Background: an optimization exercise with open tools, aiming at small area, a short achievable clock period and few clock cycles per item. Do not read the settings as production practice.
Only simulation tests tie the RTL to the original design; equivalence was not proved.

## run 1
==> flow/design.v <==
`timescale 1ns / 1ps
module radd #(parameter W = 8, parameter FAST = 0) (
	input  [W-1:0] a,
	input  [W-1:0] b,
	input          ci,
	output [W-1:0] s,
	output         co
);
wire [W:0] c;
assign c[0] = ci;
genvar i;
generate for (i = 0; i < W; i = i + 1) begin : g
	wire p = a[i] ^ b[i];
	assign s[i] = p ^ c[i];
	if (FAST) begin : f
		assign c[i+1] = p ? c[i] : a[i];
	end else begin : r
		assign c[i+1] = (a[i] & b[i]) | (c[i] & p);
	end
end endgenerate
assign co = c[W];
endmodule
module dig10(
	input  [3:0] d,
	input  [3:0] e,
	output [6:0] y
);
wire c4 = d[2] & d[0];
wire c5 = d[1] & c4;
wire [6:0] d10 = {d[3] | (d[2] & c5), d[2] ^ c5, d[3] | (d[1] ^ c4), d[2] ^ d[0], d[1], d[0], 1'b0};
assign y[0] = e[0];
radd #(6) a1(.a(d10[6:1]), .b({3'b000, e[3:1]}), .ci(1'b0), .s(y[6:1]), .co());
endmodule
module bcd2n(
	input  [15:0] bcd,
	output [13:0] n
);
wire [6:0] t, u;
dig10 h(bcd[15:12], bcd[11:8], t);
dig10 l(bcd[7:4], bcd[3:0], u);
wire [8:0] v;		 
assign v[1:0] = u[1:0];
radd #(7) a1(.a(t), .b({2'b00, u[6:2]}), .ci(1'b0), .s(v[8:2]), .co());
wire [8:0] w;		 
assign w[0] = t[0];
radd #(7) a2(.a(t), .b({1'b0, t[6:1]}), .ci(1'b0), .s(w[7:1]), .co(w[8]));
assign n[4:0] = v[4:0];
radd #(9) a3(.a(w), .b({5'd0, v[8:5]}), .ci(1'b0), .s(n[13:5]), .co());
endmodule
module n2bcd(
	input  [13:0] n,
	output [15:0] bcd
);
function [4:0] dbl;	 
	input [3:0] d;
	input b;
	reg c;
	begin
		c = d[3] | (d[2] & (d[1] | d[0]));
		dbl = {c, (d[2] & ~d[1] & ~d[0]) | (d[3] & d[0]),
		          (d[1] & ~d[2]) | (d[1] & d[0]) | (d[3] & ~d[0]),
		          d[0] ^ c, b};
	end
endfunction
reg [3:0] d0, d1, d2, d3;
reg c0, c1, c2;
integer k;
always @(*) begin
	d0 = {1'b0, n[13:11]}; d1 = 4'd0; d2 = 4'd0; d3 = 4'd0;
	for (k = 10; k >= 0; k = k - 1) begin
		{c0, d0} = dbl(d0, n[k]);
		{c1, d1} = dbl(d1, c0);
		{c2, d2} = dbl(d2, c1);
		d3 = {d3[2:0], c2};
	end
end
assign bcd = {d3, d2, d1, d0};
endmodule
`timescale 1ns / 1ps
module bcd_calc(
	input clk,
	input rst,
	input in_valid,
	input [19:0] in_a,
	input [19:0] in_b,
	input [1:0] in_op,        
	output in_ready,
	output out_valid,
	output [19:0] out_result,
	output out_error
);
localparam K1 = 2;
localparam K2 = 6;
localparam K3 = 10;
assign in_ready = 1'b1;
reg [5:0] vp;
always @(posedge clk)
	if (rst) vp <= 6'd0;
	else vp <= {vp[4:0], in_valid};
assign out_valid = vp[5];
reg [15:0] a0, b0;
reg sa0, sb0;
reg [1:0] op0;
always @(posedge clk) begin
	a0 <= in_a[15:0];
	b0 <= in_b[15:0];
	sa0 <= in_a[16];	 
	sb0 <= in_b[16];
	op0 <= in_op;
end
wire [13:0] ma, mb;
bcd2n ca(a0, ma);
bcd2n cb(b0, mb);
wire gt;	 
radd #(14) cmp(.a(ma), .b(~mb), .ci(1'b0), .s(), .co(gt));
wire is_div0 = op0 == 2'd3;
wire is_mul0 = op0 == 2'd2;
wire is_add0 = ~op0[1];
wire esb = sb0 ^ op0[0];
wire diff = sa0 ^ esb;		 
wire sub_b = is_div0 | (is_add0 & diff);
wire inv_r = is_add0 & diff & ~gt;	 
wire cin0 = is_div0 | (is_add0 & diff & gt);
wire sign0 = is_add0 ? ((~diff | gt) ? sa0 : esb) : (sa0 ^ sb0);
wire [14:0] bor;	 
assign bor[14] = 1'b0;
genvar i;
generate for (i = 13; i >= 0; i = i - 1) begin : borg
	assign bor[i] = bor[i+1] | mb[i];
end endgenerate
wire m_hi = |(ma[13:1] & {bor[1], bor[2], bor[3], bor[4], bor[5], bor[6], bor[7],
	bor[8], bor[9], bor[10], bor[11], bor[12], bor[13]});
wire err0 = (is_div0 & (b0 == 16'd0)) | (is_mul0 & m_hi);
wire [13:0] xs [0:14];
wire [13:0] zs [0:14];
wire [13:0] ys [0:14];
wire [5:0]  fs [0:14];	 
assign xs[0] = 14'd0;
assign zs[0] = ma;
assign ys[0] = mb ^ {14{sub_b}};
assign fs[0] = {is_div0, is_mul0, inv_r, cin0, err0, sign0};
genvar k;
generate for (k = 1; k <= 14; k = k + 1) begin : row
	wire [13:0] xi, zi, yi;
	wire [5:0] fi;
	if (k - 1 == K1 || k - 1 == K2 || k - 1 == K3) begin : cut
		reg [13:0] xr, zr, yr;
		reg [5:0] fr;
		always @(posedge clk) begin
			xr <= xs[k-1];
			zr <= zs[k-1];
			yr <= ys[k-1];
			fr <= fs[k-1];
		end
		assign xi = xr; assign zi = zr; assign yi = yr; assign fi = fr;
	end else begin : nocut
		assign xi = xs[k-1]; assign zi = zs[k-1]; assign yi = ys[k-1]; assign fi = fs[k-1];
	end
	wire f_div = fi[5], f_mul = fi[4], f_cin = fi[2];
	wire zb = zi[13];
	wire inj = ~f_mul & zb;
	wire [k-1:0] p;
	if (k == 1) begin : p1
		assign p = inj;
	end else begin : pk
		assign p = {xi[k-2:0], inj};
	end
	wire [k-1:0] s;
	wire co;
	wire ci = (k == 14) ? f_cin : f_div;
	radd #(.W(k), .FAST(1)) ad(.a(p), .b(yi[k-1:0]), .ci(ci), .s(s), .co(co));
	wire yok;	 
	if (k == 14) begin : yk14
		assign yok = 1'b1;
	end else begin : ykn
		assign yok = &yi[13:k];
	end
	wire q = co & yok;
	wire sel = f_div ? q : f_mul ? zb : ((k == 14) & ~f_div & ~f_mul);
	wire [k-1:0] xo = sel ? s : p;
	if (k == 14) begin : x14
		assign xs[k] = xo;
	end else begin : xk
		assign xs[k] = {{(14-k){1'b0}}, xo};
	end
	assign zs[k] = {zi[12:0], q};
	assign ys[k] = yi;
	wire ovf = (f_mul & zb & co) | ((k == 14) & ~f_div & ~f_mul & ~f_cin & co);
	assign fs[k] = {fi[5:2], fi[1] | ovf, fi[0]};
end endgenerate
wire [5:0] ff = fs[14];
wire [13:0] mag = ff[5] ? zs[14] : xs[14];
reg [13:0] mag4;
reg err4, sg4, inv4;
always @(posedge clk) begin
	mag4 <= mag;
	inv4 <= ff[3];
	err4 <= ff[1];
	sg4 <= ff[0];
end
wire [13:0] m = mag4 ^ {14{inv4}};
wire err = err4 | (m > 14'd9999);
wire [15:0] dig;
n2bcd cv(m, dig);
reg [15:0] res5;
reg neg5, err5;
always @(posedge clk) begin
	res5 <= err ? 16'd0 : dig;
	neg5 <= sg4 & (m != 14'd0) & ~err;
	err5 <= err;
end
assign out_result = {1'b0, neg5, 1'b0, neg5, res5};
assign out_error = err5;
endmodule
clock: 42.0 ns
lec_check: 0
abc_area: 1
cap_margin: 20
core_margin: 2
core_utilization: 40
cts_cluster_size: 32
place_density: 0.6
slew_margin: 20
standard.sh (not shown) runs the stock make flow with config.mk's settings and CLKGATE_MAP_FILE= SYNTH_SCRIPT=/design/flow/synth_recipe.tcl, a recipe that flattens the netlist after the stock synthesis.
==> flow/flow/run.sh <==
#!/bin/bash
# Own layout flow: the standard ORFS flow (standard.sh), with the port
# buffers made from sky130_fd_sc_hd__buf_2 cells instead of the cell
# buffer_ports picks by default. Each ORFS step logs to orfs/logs/; the make
# output goes to flow.log in this folder.
set -euo pipefail
bash standard.sh "BUFFER_PORTS_ARGS=-buffer_cell sky130_fd_sc_hd__buf_2" finish > flow.log 2>&1
Testbench counts of run 1, summed over its fixed seeds: cycles 8,048, items 8,000.
For run 2, these inputs were changed with respect to run 1:
Settings: CORE_UTILIZATION now 75, was 40; PLACE_DENSITY now 0.9, was 0.6; CTS_CLUSTER_SIZE no longer set, was 32.
==> flow/flow/run.sh <==
#!/bin/bash
# Own layout flow: the standard ORFS flow (standard.sh), with the port
# buffers made from sky130_fd_sc_hd__buf_2 cells and the clock tree built
# with its own options. Each ORFS step logs to orfs/logs/; the make output
# goes to flow.log in this folder.
set -euo pipefail
bash standard.sh "BUFFER_PORTS_ARGS=-buffer_cell sky130_fd_sc_hd__buf_2" "CTS_ARGS=-sink_clustering_enable -repair_clock_nets -root_buf sky130_fd_sc_hd__clkbuf_16 -buf_list sky130_fd_sc_hd__clkbuf_8 -sink_clustering_size 8 -sink_clustering_max_diameter 30 -dont_use_dummy_load" finish > flow.log 2>&1
Findings:
Diff run 1 -> run 2: number of detailed-route iterations in the first pass rose 3, wire length rose about 2.6%, clock buffer count about even.

## static timing again, ports no longer ideal
No port has a modelled driver above. Below, the same layouts with a new extraction and two added sets of constraints.
Step 1, drivers: a clkbuf_16 drives clk and a buf_2 each remaining input, both assumed.
Step 2 also shifts input and output timing later by t, the mid clock arrival at the registers, as if the neighbouring blocks saw the same clock.
Three values: ideal, step 1, step 2; two values: the first two.
run | t (ns) | setup slack, ns | hold WS [ns]
run 1 | 0.485 | 32.696 / 32.645 / 32.993 | 0.330 / 0.330 / 0.330
run 2 | 0.417 | 32.710 / 32.665 / 33.082 | 0.303 / 0.303 / 0.303
After both steps every run listed still meets setup and hold.
